What follows belongs to an exercise in optimizing a design on an open flow for small area; a production flow would make more cautious choices. RTL that was checked went through simulation tests only; none was proved equivalent to the original. No activity file was given, so power comes from the tool's default toggle rates.

== run 1 ==
==> flow/design.v (excerpt) <==
module fifo_32x32 (
    input  logic        clk_i,
    input  logic        rst_n_i,
    input  logic        flush_i,
    output logic        full_o,
    output logic        empty_o,
    output logic [ 5:0] cnt_o,
    input  logic [31:0] dat_i,
    input  logic        push_i,
    output logic [31:0] dat_o,
    input  logic        pop_i
);
==> flow/config.mk <==
export PLATFORM = sky130hd
export DESIGN_NAME = fifo_32x32
export DESIGN_NICKNAME = fifo_32x32
export VERILOG_FILES = /design/flow/design.v
export SDC_FILE = /design/flow/constraint.sdc
export NUM_CORES = 8
export LEC_CHECK = 0
export CAP_MARGIN = 20
export CORE_MARGIN = 2
export CORE_UTILIZATION = 50
export CTS_BUF_LIST = sky130_fd_sc_hd__clkbuf_2 sky130_fd_sc_hd__clkbuf_4 sky130_fd_sc_hd__clkbuf_8
export CTS_CLUSTER_DIAMETER = 40
export CTS_CLUSTER_SIZE = 16
export PLACE_DENSITY = 0.6
export SLEW_MARGIN = 20
export SYNTH_HIERARCHICAL = 1
==> flow/constraint.sdc <==
create_clock -name core_clock -period 5.0 [get_ports {clk_i}]
set_input_delay 1.0000 -clock core_clock [delete_from_list [all_inputs] [get_ports {clk_i}]]
set_output_delay 1.0000 -clock core_clock [all_outputs]
set_load 0.01 [all_outputs]
run.sh (not shown) runs the stock make flow with config.mk's settings and CLKGATE_MAP_FILE= SYNTH_SCRIPT=/design/flow/synth_recipe.tcl, a recipe that flattens the netlist after the stock synthesis.
Run 1 finished every stage and its layout cleared the timing, design-rule and antenna checks.
Input-level comparison between run 2 and run 1:
- changing CTS_BUF_LIST from sky130_fd_sc_hd__clkbuf_2 sky130_fd_sc_hd__clkbuf_4 sky130_fd_sc_hd__clkbuf_8 to sky130_fd_sc_hd__clkbuf_4
- removing CTS_CLUSTER_DIAMETER (formerly 40)
- removing CTS_CLUSTER_SIZE (formerly 16)
### Flow results
Looking at relative contribution of the clock network to total power, run 2 sits below run 1. In the tables for run 1 and run 2, number of non-clock buffers reads lower with run 1. Between run 1 and run 2, the cell count went up. Between run 1 and run 2, the register area figures differ only marginally. Going from run 1 to run 2, number of antenna violations at the first check in global routing saw a decrease, global routing usage on met3 rose 2.1 points.
--- input diff run 2..run 3 ---
- PLACE_DENSITY: 0.6 -> 0.9
- CTS_BUF_LIST: sky130_fd_sc_hd__clkbuf_4 -> unset
- CORE_UTILIZATION: 50 -> 80
==> flow/flow/run.sh (new file) <==
#!/bin/bash
# Standard ORFS layout with a lighter clock tree (no dummy loads, one
# mid-size clock buffer) and the smallest buffer on the ports.
set -euo pipefail
bash standard.sh \
  "CTS_ARGS=-sink_clustering_enable -repair_clock_nets -dont_use_dummy_load -buf_list sky130_fd_sc_hd__clkbuf_8 -sink_clustering_size 16 -sink_clustering_max_diameter 50" \
  "BUFFER_PORTS_ARGS=-buffer_cell sky130_fd_sc_hd__buf_1" \
  finish > standard.log 2>&1
==> flow/standard.sh (new file) <==
#!/bin/bash
# synth_recipe.tcl (not shown) runs the flow's synth.tcl, then flattens the netlist and writes it again
# the make line also repeats each setting of config.mk as NAME=value (left out here)
make -C /OpenROAD-flow-scripts/flow DESIGN_CONFIG=/design/flow/config.mk WORK_HOME=/design/flow/orfs CLKGATE_MAP_FILE= SYNTH_SCRIPT=/design/flow/synth_recipe.tcl "${@:-finish}"
removed: flow/run.sh
Notes after the runs:
- Run 3 finished all stages; layout check result: FAIL, due to setup timing.
- The buffer count excluding the clock tree in the final layout in run 2 is 1.07 times that in run 3.
- Going from run 2 to run 3, number of diodes picked up an extra 4, maximum clock frequency lost about 3.4%, post-DP HPWL picked up an extra about 4.3%, cell area after placement lost 2.6%.

---

## onyx
fifo_32x32, a different RTL version from the one above (not shown whole).
Size: roughly 1,700 cells after synthesis, roughly 1,000 flip-flops, roughly 77 I/O pins.
clock: 5.0 ns
lec_check: 0
cap_margin: 20
core_margin: 2
core_utilization: 70
place_density: 0.8
slew_margin: 20
synth_hierarchical: 1
standard.sh (not shown) runs the stock make flow with config.mk's settings and CLKGATE_MAP_FILE= SYNTH_SCRIPT=/design/flow/synth_recipe.tcl, a recipe that flattens the netlist after the stock synthesis.
==> flow/flow/run.sh <==
#!/bin/bash
# Standard ORFS layout. Synthesis runs unchanged; the later steps use a
# lighter clock tree (no dummy loads, clkbuf_8 only), the smallest buffer on
# the ports, and no buffers above buf_4 for repairs.
set -euo pipefail
bash standard.sh synth > standard_synth.log 2>&1
DU="sky130_fd_sc_hd__probe_p_8 sky130_fd_sc_hd__probec_p_8 sky130_fd_sc_hd__lpflow_bleeder_1 sky130_fd_sc_hd__lpflow_clkbufkapwr_1 sky130_fd_sc_hd__lpflow_clkbufkapwr_16 sky130_fd_sc_hd__lpflow_clkbufkapwr_2 sky130_fd_sc_hd__lpflow_clkbufkapwr_4 sky130_fd_sc_hd__lpflow_clkbufkapwr_8 sky130_fd_sc_hd__lpflow_clkinvkapwr_1 sky130_fd_sc_hd__lpflow_clkinvkapwr_16 sky130_fd_sc_hd__lpflow_clkinvkapwr_2 sky130_fd_sc_hd__lpflow_clkinvkapwr_4 sky130_fd_sc_hd__lpflow_clkinvkapwr_8 sky130_fd_sc_hd__lpflow_decapkapwr_12 sky130_fd_sc_hd__lpflow_decapkapwr_3 sky130_fd_sc_hd__lpflow_decapkapwr_4 sky130_fd_sc_hd__lpflow_decapkapwr_6 sky130_fd_sc_hd__lpflow_decapkapwr_8 sky130_fd_sc_hd__lpflow_inputiso0n_1 sky130_fd_sc_hd__lpflow_inputiso0p_1 sky130_fd_sc_hd__lpflow_inputiso1n_1 sky130_fd_sc_hd__lpflow_inputiso1p_1 sky130_fd_sc_hd__lpflow_inputisolatch_1 sky130_fd_sc_hd__lpflow_isobufsrc_1 sky130_fd_sc_hd__lpflow_isobufsrc_16 sky130_fd_sc_hd__lpflow_isobufsrc_2 sky130_fd_sc_hd__lpflow_isobufsrc_4 sky130_fd_sc_hd__lpflow_isobufsrc_8 sky130_fd_sc_hd__lpflow_isobufsrckapwr_16 sky130_fd_sc_hd__lpflow_lsbuf_lh_hl_isowell_tap_1 sky130_fd_sc_hd__lpflow_lsbuf_lh_hl_isowell_tap_2 sky130_fd_sc_hd__lpflow_lsbuf_lh_hl_isowell_tap_4 sky130_fd_sc_hd__lpflow_lsbuf_lh_isowell_4 sky130_fd_sc_hd__lpflow_lsbuf_lh_isowell_tap_1 sky130_fd_sc_hd__lpflow_lsbuf_lh_isowell_tap_2 sky130_fd_sc_hd__lpflow_lsbuf_lh_isowell_tap_4 sky130_fd_sc_hd__fill_1 sky130_fd_sc_hd__fill_2 sky130_fd_sc_hd__fill_4 sky130_fd_sc_hd__fill_8  sky130_fd_sc_hd__buf_6 sky130_fd_sc_hd__buf_8 sky130_fd_sc_hd__buf_12 sky130_fd_sc_hd__buf_16 sky130_fd_sc_hd__bufbuf_8 sky130_fd_sc_hd__bufbuf_16"
bash standard.sh \
  "DONT_USE_CELLS=$DU" \
  "CTS_ARGS=-sink_clustering_enable -repair_clock_nets -dont_use_dummy_load -buf_list sky130_fd_sc_hd__clkbuf_8 -sink_clustering_size 20 -sink_clustering_max_diameter 45" \
  "BUFFER_PORTS_ARGS=-buffer_cell sky130_fd_sc_hd__buf_1" \
  finish > standard.log 2>&1
> inputs changed (onyx -> juniper)
diff --git a/flow/flow/run.sh b/flow/flow/run.sh
--- a/flow/flow/run.sh
+++ b/flow/flow/run.sh
@@ -8,5 +8,5 @@
 bash standard.sh \
   "DONT_USE_CELLS=$DU" \
-  "CTS_ARGS=-sink_clustering_enable -repair_clock_nets -dont_use_dummy_load -buf_list sky130_fd_sc_hd__clkbuf_8 -sink_clustering_size 20 -sink_clustering_max_diameter 45" \
+  "CTS_ARGS=-sink_clustering_enable -repair_clock_nets -dont_use_dummy_load -buf_list sky130_fd_sc_hd__clkbuf_8 -sink_clustering_size 20 -sink_clustering_max_diameter 60" \
   "BUFFER_PORTS_ARGS=-buffer_cell sky130_fd_sc_hd__buf_1" \
   finish > standard.log 2>&1
Findings:
Looking at fraction of power consumed by the clock network, juniper sits 2.4 points below onyx.
Clock group total power in juniper vs onyx: down about 15%
Diff onyx and juniper: final period demand of the worst path lower in onyx
onyx has lower share of the clock period used by the worst path than juniper.
No run of this note included a check of the RTL's function; only the layout flow was run.

## afterwards: timing with drivers on the ports
The flow's constraints put no driver on any port. The routed layouts listed below were extracted and timed again, unchanged, in two steps. Step 1: set_driving_cell puts a clkbuf_16 on clk_i and a buf_2 on each other input, an assumption about the parent block. Step 2 also shifts input and output timing later by t, the mid clock arrival at the registers, as if the neighbouring blocks saw the same clock. a / b / c = ideal ports / drivers / drivers and shift; a / b = the first two.
| run | t (ns) | slack for setup (ns) | latest minus earliest clock arrival (ns) | slew at the worst register clock pin (ns) |
|---|---|---|---|---|
| run 1 | 0.790 | 0.049 / -0.010 / 0.780 | 0.044 / 0.044 | 0.09 / 0.09 |
| run 2 | 1.101 | 0.090 / 0.031 / 1.132 | 0.069 / 0.069 | 0.07 / 0.07 |
| run 3 | 0.735 | -0.083 / -0.135 / 0.600 | 0.072 / 0.072 | 0.11 / 0.11 |
| onyx | 0.734 | 0.151 / 0.096 / 0.831 | 0.081 / 0.081 | 0.12 / 0.12 |
| juniper | 0.732 | 0.122 / 0.073 / 0.805 | 0.065 / 0.065 | 0.12 / 0.12 |
